Context: an optimization exercise on an open-source flow, tuned for small area and a short achievable clock period. The choices shown serve that exercise and are no tape-out recipe.
In this exercise RTL edits were held to simulation tests only and were not proved equivalent to the original.
Power figures rest on the tool's default switching activity, not on a simulated workload.

==> flow/design.v <==
module Small_Alu(clk, res, a, b, swap, outp);
  input clk,res;
  input [31:0] a, b;
  output swap;
  output reg [8:0] outp;
  wire [7:0] exp_a, exp_b;
  assign exp_a = (a[30:23] == 8'd0) ? 8'd1 : a[30:23];
  assign exp_b = (b[30:23] == 8'd0) ? 8'd1 : b[30:23];
  assign swap = (exp_a < exp_b);
  always @(posedge clk)
    begin
      if(res == 0)
        outp <= 0;
      else if(!swap)
        outp <= {1'b0, exp_a - exp_b};
      else
        outp <= {1'b1, exp_b - exp_a};
    end
endmodule
module Mux_2 (clk, res, x, y, en, out);
    input clk, res, en;
    input [31:0] x, y;
    output reg [31:0] out;
    always @(posedge clk) begin
      if(!res)
        out <= 0;
      else if(en)
        out <= x;
      else
        out <= y;
    end
endmodule
module Mux_3 (clk, res, x, y, en, out);
    input clk, res, en;
    input [31:0] x, y;
    output reg [31:0] out;
    always @(posedge clk) begin
      if(!res)
        out <= 0;
      else if(en)
        out <= y;
      else
        out <= x;
    end
endmodule
module Shift_Right(clk, res, shift, mux, outp);
  input clk,res;
  input [31:0] mux;
  input [7:0] shift;
  output reg [27:0] outp;
  reg [26:0] fra;
  reg [53:0] wide;
  reg sticky;
  integer i;
  always @(*) begin
    wide = {(mux[30:23] != 8'd0), mux[22:0], 30'd0};
    if(shift > 27)
      wide = {53'd0, (mux[30:23] != 8'd0) || (mux[22:0] != 23'd0)};
    else
      wide = wide >> shift;
    sticky = 0;
    for(i = 0; i < 28; i = i + 1)
      sticky = sticky | wide[i];
    fra = {wide[53:28], sticky};
  end
  always @(posedge clk) begin
    if(!res)
      outp <= 0;
    else
      outp <= {mux[31], fra};
  end
endmodule
module Big_Alu(clk, res, a, b, outp);
  input clk,res;
  input [27:0] a;
  input [31:0] b;
  output reg [28:0] outp;
  wire sig_a = a[27];
  wire sig_b = b[31];
  wire [27:0] fra_a = {1'b0, a[26:0]};
  wire [27:0] fra_b = {1'b0, (b[30:23] != 8'd0), b[22:0], 3'b000};
  always @(posedge clk)
    begin
      if(res == 0)
        outp <= 0;
      else if(sig_a == sig_b)
        outp <= {sig_b, fra_a + fra_b};
      else if(fra_a > fra_b)
        outp <= {sig_a, fra_a - fra_b};
      else if(fra_a < fra_b)
        outp <= {sig_b, fra_b - fra_a};
      else
        outp <= 0;
    end
endmodule
module Control(clk, res, big_alu_result, shift_left_bits);
  input clk,res;
  input [27:0] big_alu_result;
  output reg [4:0] shift_left_bits;
  reg [4:0] n;
  reg found;
  integer i;
  always @(*) begin
    n = 0;
    found = 0;
    for(i = 26; i >= 0; i = i - 1)
      if(!found) begin
        if(big_alu_result[i])
          found = 1;
        else
          n = n + 1;
      end
  end
  always @(posedge clk) begin
    if(!res)
      shift_left_bits <= 0;
    else
      shift_left_bits <= n;
  end
endmodule
module Incre_Decre(incre_en, decre_bit, exp_in, shift_left, exp_out);
  input incre_en;
  input [4:0] decre_bit;
  input [8:0] exp_in;
  output reg [4:0] shift_left;
  output reg [8:0] exp_out;
  always @(*) begin
    if(incre_en) begin
      shift_left = 0;
      exp_out = exp_in + 9'd1;
    end else if({4'd0, decre_bit} < exp_in) begin
      shift_left = decre_bit;
      exp_out = exp_in - {4'd0, decre_bit};
    end else begin
      shift_left = exp_in[4:0] - 5'd1;
      exp_out = 9'd1;
    end
  end
endmodule
module Shift_Left_Right(shift_left_bits, shift_right_en, big_alu_result, out);
  input shift_right_en;
  input [4:0] shift_left_bits;
  input [27:0] big_alu_result;
  output reg [26:0] out;
  always @(*) begin
    if(shift_right_en)
      out = {big_alu_result[27:2], big_alu_result[1] | big_alu_result[0]};
    else
      out = big_alu_result[26:0] << shift_left_bits;
  end
endmodule
module Rounding(clk, res, sign, fra, exp, special, result, overflow);
  input clk,res;
  input sign;
  input [26:0] fra;
  input [8:0] exp;
  input [2:0] special;
  output reg [31:0] result;
  output reg overflow;
  wire up = fra[2] & (fra[1] | fra[0] | fra[3]);
  wire [24:0] rnd = {1'b0, fra[26:3]} + {24'd0, up};
  wire [8:0] exp_r = rnd[24] ? exp + 9'd1 : (rnd[23] ? exp : 9'd0);
  wire [22:0] man_r = rnd[24] ? rnd[23:1] : rnd[22:0];
  wire ovf = (exp_r >= 9'd255);
  always @(posedge clk) begin
    if(!res) begin
      result <= 0;
      overflow <= 0;
    end else if(special[2]) begin
      result <= 32'h7fc00000;
      overflow <= 0;
    end else if(special[1]) begin
      result <= {special[0], 8'hff, 23'd0};
      overflow <= 0;
    end else if(ovf) begin
      result <= {sign, 8'hff, 23'd0};
      overflow <= 1;
    end else begin
      result <= {sign, exp_r[7:0], man_r};
      overflow <= 0;
    end
  end
endmodule
module Floating_Point_Addition(clk, reset, in_valid, x, y, out_valid, result, overflow);
input clk, reset;
input in_valid;
input [31:0] x, y;
output out_valid;
output [31:0] result;
output overflow;
wire nan_x = (x[30:23] == 8'hff) && (x[22:0] != 0);
wire nan_y = (y[30:23] == 8'hff) && (y[22:0] != 0);
wire inf_x = (x[30:23] == 8'hff) && (x[22:0] == 0);
wire inf_y = (y[30:23] == 8'hff) && (y[22:0] == 0);
wire [2:0] special_in = {nan_x | nan_y | (inf_x & inf_y & (x[31] ^ y[31])),
                         inf_x | inf_y,
                         inf_x ? x[31] : y[31]};
reg [6:1] valid;
reg [2:0] special_1, special_2, special_3, special_4, special_5;
always @(posedge clk) begin
  if(!reset) begin
    valid <= 0;
    special_1 <= 0; special_2 <= 0; special_3 <= 0; special_4 <= 0; special_5 <= 0;
  end else begin
    valid <= {valid[5:1], in_valid};
    special_1 <= special_in;
    special_2 <= special_1;
    special_3 <= special_2;
    special_4 <= special_3;
    special_5 <= special_4;
  end
end
wire swap;
wire [8:0] exp_diff;
wire [31:0] mux_2_output;  
wire [31:0] mux_3_output;  
Small_Alu Small_Alu_instance(.clk(clk), .res(reset), .a(x), .b(y), .swap(swap), .outp(exp_diff));
Mux_2 Mux_2_instance(.clk(clk), .res(reset), .x(x), .y(y), .en(swap), .out(mux_2_output));
Mux_3 Mux_3_instance(.clk(clk), .res(reset), .x(x), .y(y), .en(swap), .out(mux_3_output));
wire [27:0] shift_right_output;
reg [31:0] big_2;
Shift_Right Shift_Right_instance(.clk(clk), .res(reset), .shift(exp_diff[7:0]),
  .mux(mux_2_output), .outp(shift_right_output));
always @(posedge clk) begin
  if(!reset) big_2 <= 0;
  else big_2 <= mux_3_output;
end
wire [28:0] big_alu_result;
reg [7:0] exp_3;
Big_Alu Big_Alu_instance(.clk(clk), .res(reset), .a(shift_right_output), .b(big_2),
  .outp(big_alu_result));
always @(posedge clk) begin
  if(!reset) exp_3 <= 0;
  else exp_3 <= (big_2[30:23] == 8'd0) ? 8'd1 : big_2[30:23];
end
wire [4:0] shift_left_bits;
reg [28:0] sum_4;
reg [7:0] exp_4;
Control Control_instance(.clk(clk), .res(reset), .big_alu_result(big_alu_result[27:0]),
  .shift_left_bits(shift_left_bits));
always @(posedge clk) begin
  if(!reset) begin
    sum_4 <= 0;
    exp_4 <= 0;
  end else begin
    sum_4 <= big_alu_result;
    exp_4 <= exp_3;
  end
end
wire [4:0] shift_left;
wire [8:0] exp_norm;
wire [26:0] fra_norm;
reg [26:0] fra_5;
reg [8:0] exp_5;
reg sign_5;
Incre_Decre Incre_Decre_instance(.incre_en(sum_4[27]), .decre_bit(shift_left_bits),
  .exp_in({1'b0, exp_4}), .shift_left(shift_left), .exp_out(exp_norm));
Shift_Left_Right Shift_Left_Right_instance(.shift_left_bits(shift_left),
  .shift_right_en(sum_4[27]), .big_alu_result(sum_4[27:0]), .out(fra_norm));
always @(posedge clk) begin
  if(!reset) begin
    fra_5 <= 0;
    exp_5 <= 0;
    sign_5 <= 0;
  end else begin
    fra_5 <= fra_norm;
    exp_5 <= exp_norm;
    sign_5 <= sum_4[28];
  end
end
Rounding Rounding_instance(.clk(clk), .res(reset), .sign(sign_5), .fra(fra_5), .exp(exp_5),
  .special(special_5), .result(result), .overflow(overflow));
assign out_valid = valid[6];
endmodule
==> flow/run.sh <==
#!/bin/bash
# synth_recipe.tcl (not shown) runs the flow's synth.tcl, then flattens the netlist and writes it again
# the make line also repeats each setting of config.mk as NAME=value (left out here)
make -C /OpenROAD-flow-scripts/flow DESIGN_CONFIG=/design/flow/config.mk WORK_HOME=/design/flow/orfs CLKGATE_MAP_FILE= SYNTH_SCRIPT=/design/flow/synth_recipe.tcl finish
==> flow/config.mk <==
export PLATFORM = sky130hd
export DESIGN_NAME = Floating_Point_Addition
export DESIGN_NICKNAME = Floating_Point_Addition
export VERILOG_FILES = /design/flow/design.v
export SDC_FILE = /design/flow/constraint.sdc
export NUM_CORES = 4
export LEC_CHECK = 0
export CAP_MARGIN = 20
export CORE_MARGIN = 2
export CORE_UTILIZATION = 40
export SLEW_MARGIN = 20
==> flow/constraint.sdc <==
create_clock -name core_clock -period 13.0 [get_ports {clk}]
set_input_delay 2.6000 -clock core_clock [delete_from_list [all_inputs] [get_ports {clk}]]
set_output_delay 2.6000 -clock core_clock [all_outputs]
set_load 0.01 [all_outputs]
==> impl_metrics.csv <==
group,metric,value,unit
logic_synthesis,netlist_top_cells_area,"dfxtp_1, ha_1, mux2i_1",
die,die_w,228,µm
setup_path,worstPathMaxFanout,7,
placement,io_buffers,100,
logic_synthesis,synth_top_cell_area_share,30.2,%
final_layout,nets,2737,
setup_path,r2r_start,"Big_Alu_instance.outp[25]",
sta,setup_tns,0,ns
final_layout,drive_gt1_share,5.65,%
die,start_util,40.7,%
placement,finalWeightedCongestion,0.937,
setup_path,required,13.39,ns
global_routing,antenna_found_initial,1,
placement,dp.final_hpwl,43000,µm
die,dieHeight,228,µm
power,power.leakage,9.23,nW
power,p_sw,0.00172,W
sta,max_slew_margin,32.0,%
setup_path,cp.arrival,11.54,ns
power,total_power,0.00421,W
global_routing,first_global_vias,17100,
setup_path,r2r_setup_slack,1.85,ns
clock_tree,clkLatencyLatePin,0.54,ns
power,pwr-share-seq,26.9,%
logic_synthesis,yosys.cell_types.count,88,
setup_path,slowest_stage,"dfxtp_1",
sta,slew_violations,0,
sta,worstMarginPinSlew,0.995,ns
setup_path,cp_common_cell,"ha_1",
logic_synthesis,synth_top_area_cell,"dfxtp_1",
sta,rsz0062_at_grt,"no",
final_layout,areaGrowthSynthToFinish,13.0,%
route,drc,0,
die,placementRows,81,
route,wl_per_cell,17.6,µm
logic_synthesis,yosysWarnings,10,
final_layout,antennaDiodeCount,0,
clock_tree,cts_hold_buf,0,
power,pwr_density_cell,186,mW/mm²
setup_path,cp_slowest_stage_delay,0.36,ns
clock_tree,clk_pin_slew,0.06,ns
power,p_int,0.00249,W
power,p_clk_share,23.8,%
route,dr_total_vias,18000,
sta,setup_violations,0,
die,die_area,0.0518,mm²
outcome,status,"no timing/DRC/antenna violations",
logic_synthesis,synth_ff_type,"dfxtp_1",
clock_tree,cts_tree,"yes",
global_routing,grt_pass1_wl,91500,µm
power,p_comb_share,49.3,%
clock_tree,cts-resized-gates,0,
global_routing,grt_max_degree,75,
sta,fmax,0.0897,GHz
logic_synthesis,synth_seq_cells,302,
power,vdd_drop_max,0.0000792,V
sta,layout_min_cycle_time,11.15,ns
sta,fin_skew,0.0158,ns
clock_tree,post_cts_buffers,0,
clock_tree,clk_root_buffer_cell,"clkbuf_16",
clock_tree,clock-sinks,302,
min_path,hp-class,"reg2reg",
logic_synthesis,yosysMostFrequentCell,"dfxtp_1",
logic_synthesis,ys_top_cells_by_count,"dfxtp_1, nand2_1, nor2_1",
route,drt_first_pass_iters,5,
setup_path,crit_type,"reg2reg",
logic_synthesis,synthArstFlopShare,0,%
sta,hold_violations,0,
global_routing,overflow,0,
logic_synthesis,synth_edf_count,0,
clock_tree,clockBufferDepth,3,
final_layout,fin_util,46.0,%
run,drv_cap,0,
power,p_sw_share,40.9,%
route,routed_via_density,5.56,
die,core,0.0492,mm²
setup_path,start_kind,"flop",
setup_path,end_kind,"flop",
route,drt_iter0_drc,1209,
clock_tree,cts_made_buffers,35,
logic_synthesis,synth_seq_area_share,30.2,%
die,pin_count,101,
route,ant_nets,0,
setup_path,crit_start,"Big_Alu_instance.outp[25]",
global_routing,grt.total_usage,21.9,%
logic_synthesis,synth_nets,2729,
min_path,min_from,"exp_3[3]",
logic_synthesis,postSynthAreaPerCell,7.88,µm²
route,routed_wl,56900,µm
logic_synthesis,netlist_area,0.0200,mm²
sta,post-route-period-util,85.8,%
logic_synthesis,netlist_instances,2538,
clock_tree,ctsHtreeMaxLevel,2,
-- cell type report --
| type | instances | area, µm² |
|---|---|---|
| Tap cell | 664 | 831 |
| Clock buffer | 43 | 978 |
| Timing Repair Buffer | 119 | 1140 |
| Inverter | 128 | 483 |
| Fill cell | 4918 | 26600 |
| Multi-Input combinational cell | 1960 | 12900 |
| Clock inverter | 15 | 198 |
| Sequential cell | 302 | 6050 |
-- cells in the final DEF, fill, tap and decap left out, drive strengths merged, types with 14 or more instances in the layout --
| master | count |
|---|---|
| a211o | 16 |
| a211oi | 39 |
| a21o | 35 |
| a21oi | 215 |
| a221o | 14 |
| a31oi | 18 |
| and2 | 107 |
| and3 | 20 |
| buf | 20 |
| clkbuf | 43 |
| clkdlybuf4s50 | 99 |
| dfxtp | 302 |
| ha | 119 |
| inv | 129 |
| mux2 | 15 |
| mux2i | 116 |
| nand2 | 279 |
| nand2b | 42 |
| nand3 | 50 |
| nand4 | 23 |
| nor2 | 267 |
| nor2b | 31 |
| nor3 | 67 |
| nor4 | 32 |
| o21a | 20 |
| o21ai | 92 |
| o21bai | 22 |
| or3 | 24 |
| xnor2 | 70 |
| xor2 | 31 |
-- flip-flops by register name, summed over array words and instances, names as in the netlist --
register,cells
exp_5,9
special_5,3
exp_3,8
Small_Alu_instance.outp,8
Control_instance.shift_left_bits,5
Mux_2_instance.out,32
special_1,3
Shift_Right_instance.outp,28
Rounding_instance.result,32
Big_Alu_instance.outp,29
Mux_3_instance.out,32
sum_4,29
exp_4,8
special_3,3
big_2,32
Rounding_instance.overflow,1
special_2,3
sign_5,1
special_4,3
valid,6
fra_5,27
-- power groups by stage --
| stage | registers (W) | clock network, W | logic, W |
|---|---|---|---|
| finish | 0.00113 | 0.00100 | 0.00207 |
| global route | 0.00115 | 0.00106 | 0.00228 |
| CTS | 0.00113 | 0.00103 | 0.00205 |
| detailed placement | 0.00115 | 0 | 0.00203 |
| global placement | 0.00115 | 0 | 0.00200 |
| floorplan | 0.00110 | 0 | 0.00160 |
-- critical path: cells and delay by family, from the launching register on --
kind | cells | cell delay [ns]
AOI/OAI and AO/OA | 26 | 4.35
xor gates and xnor gates | 2 | 0.31
adders and majority gates | 12 | 3.31
buffers and inverters | 3 | 0.29
DFF | 1 | 0.36
muxes | 5 | 0.53
and+or+nand+nor | 16 | 1.85
-- cells by family after synthesis --
kind of cell | synth area share (%)
flip-flops | 30.2
AND/OR/NAND/NOR | 24.1
XOR/XNOR | 5.01
adder cells (fa/ha/maj) | 8.00
multiplexers | 8.15
AO/OA/AOI/OAI | 19.3
buffers and inverters | 5.28
-- path summary, 6_finish.rpt --
kind                                    endpoint  depth (start not counted)
max reg2reg  Control_instance.shift_left_bits[4]                         64
min                                     exp_4[3]                          1
max          Control_instance.shift_left_bits[4]                         64
min reg2reg                             exp_4[3]                          1
-- metal layers --
metal / track usage, % / routed length [µm]
met1: 28.9 / 26100
met2: 37.5 / 27000
met3: 2.76 / 2570
met4: 6.16 / 1200
met5: 0 / 0
-- through the flow --
step | hold WS, ns | std cells | cell area (µm²) | worst slack (ns)
3_5_place_dp | 0.417 | 3173 | 21400 | 2.04
3_3_place_gp | 0.414 | 3173 | 21400 | 2.60
2_1_floorplan | 0.412 | 2538 | 20000 | 3.30
6_report | 0.427 | 3231 | 22600 | 1.85
4_1_cts | 0.429 | 3231 | 22600 | 1.94
5_1_grt | 0.444 | 3231 | 22600 | 0.875

static timing again, ports no longer ideal:
In the flow no input, the clock included, has a driving cell. The finished layout below was timed again as built, in two steps. Step 1 (the two cells are an assumption about what drives the block):
set clk [get_ports {clk}]
set_driving_cell -lib_cell sky130_fd_sc_hd__clkbuf_16 $clk
set_driving_cell -lib_cell sky130_fd_sc_hd__buf_2 [delete_from_list [all_inputs] $clk]
Step 2, shift: input delay + t, output delay - t, t = (earliest + latest rising clock arrival at the registers) / 2. This alone moves slack from input paths to output paths. a / b / c = ideal / step 1 / step 2; a / b = the first two.
shift t [ns]: 0.589
setup WS [ns]: 1.850 / 1.850 / 1.850
worst setup path after step 2: register to register
latest minus earliest clock arrival (ns): 0.019 / 0.019
worst slew at a driven data input, ns: 0.05
After both steps this run still meets setup and hold. The setup slack of this run moves by 0.000 ns with the drivers and by 0.000 ns with both steps.
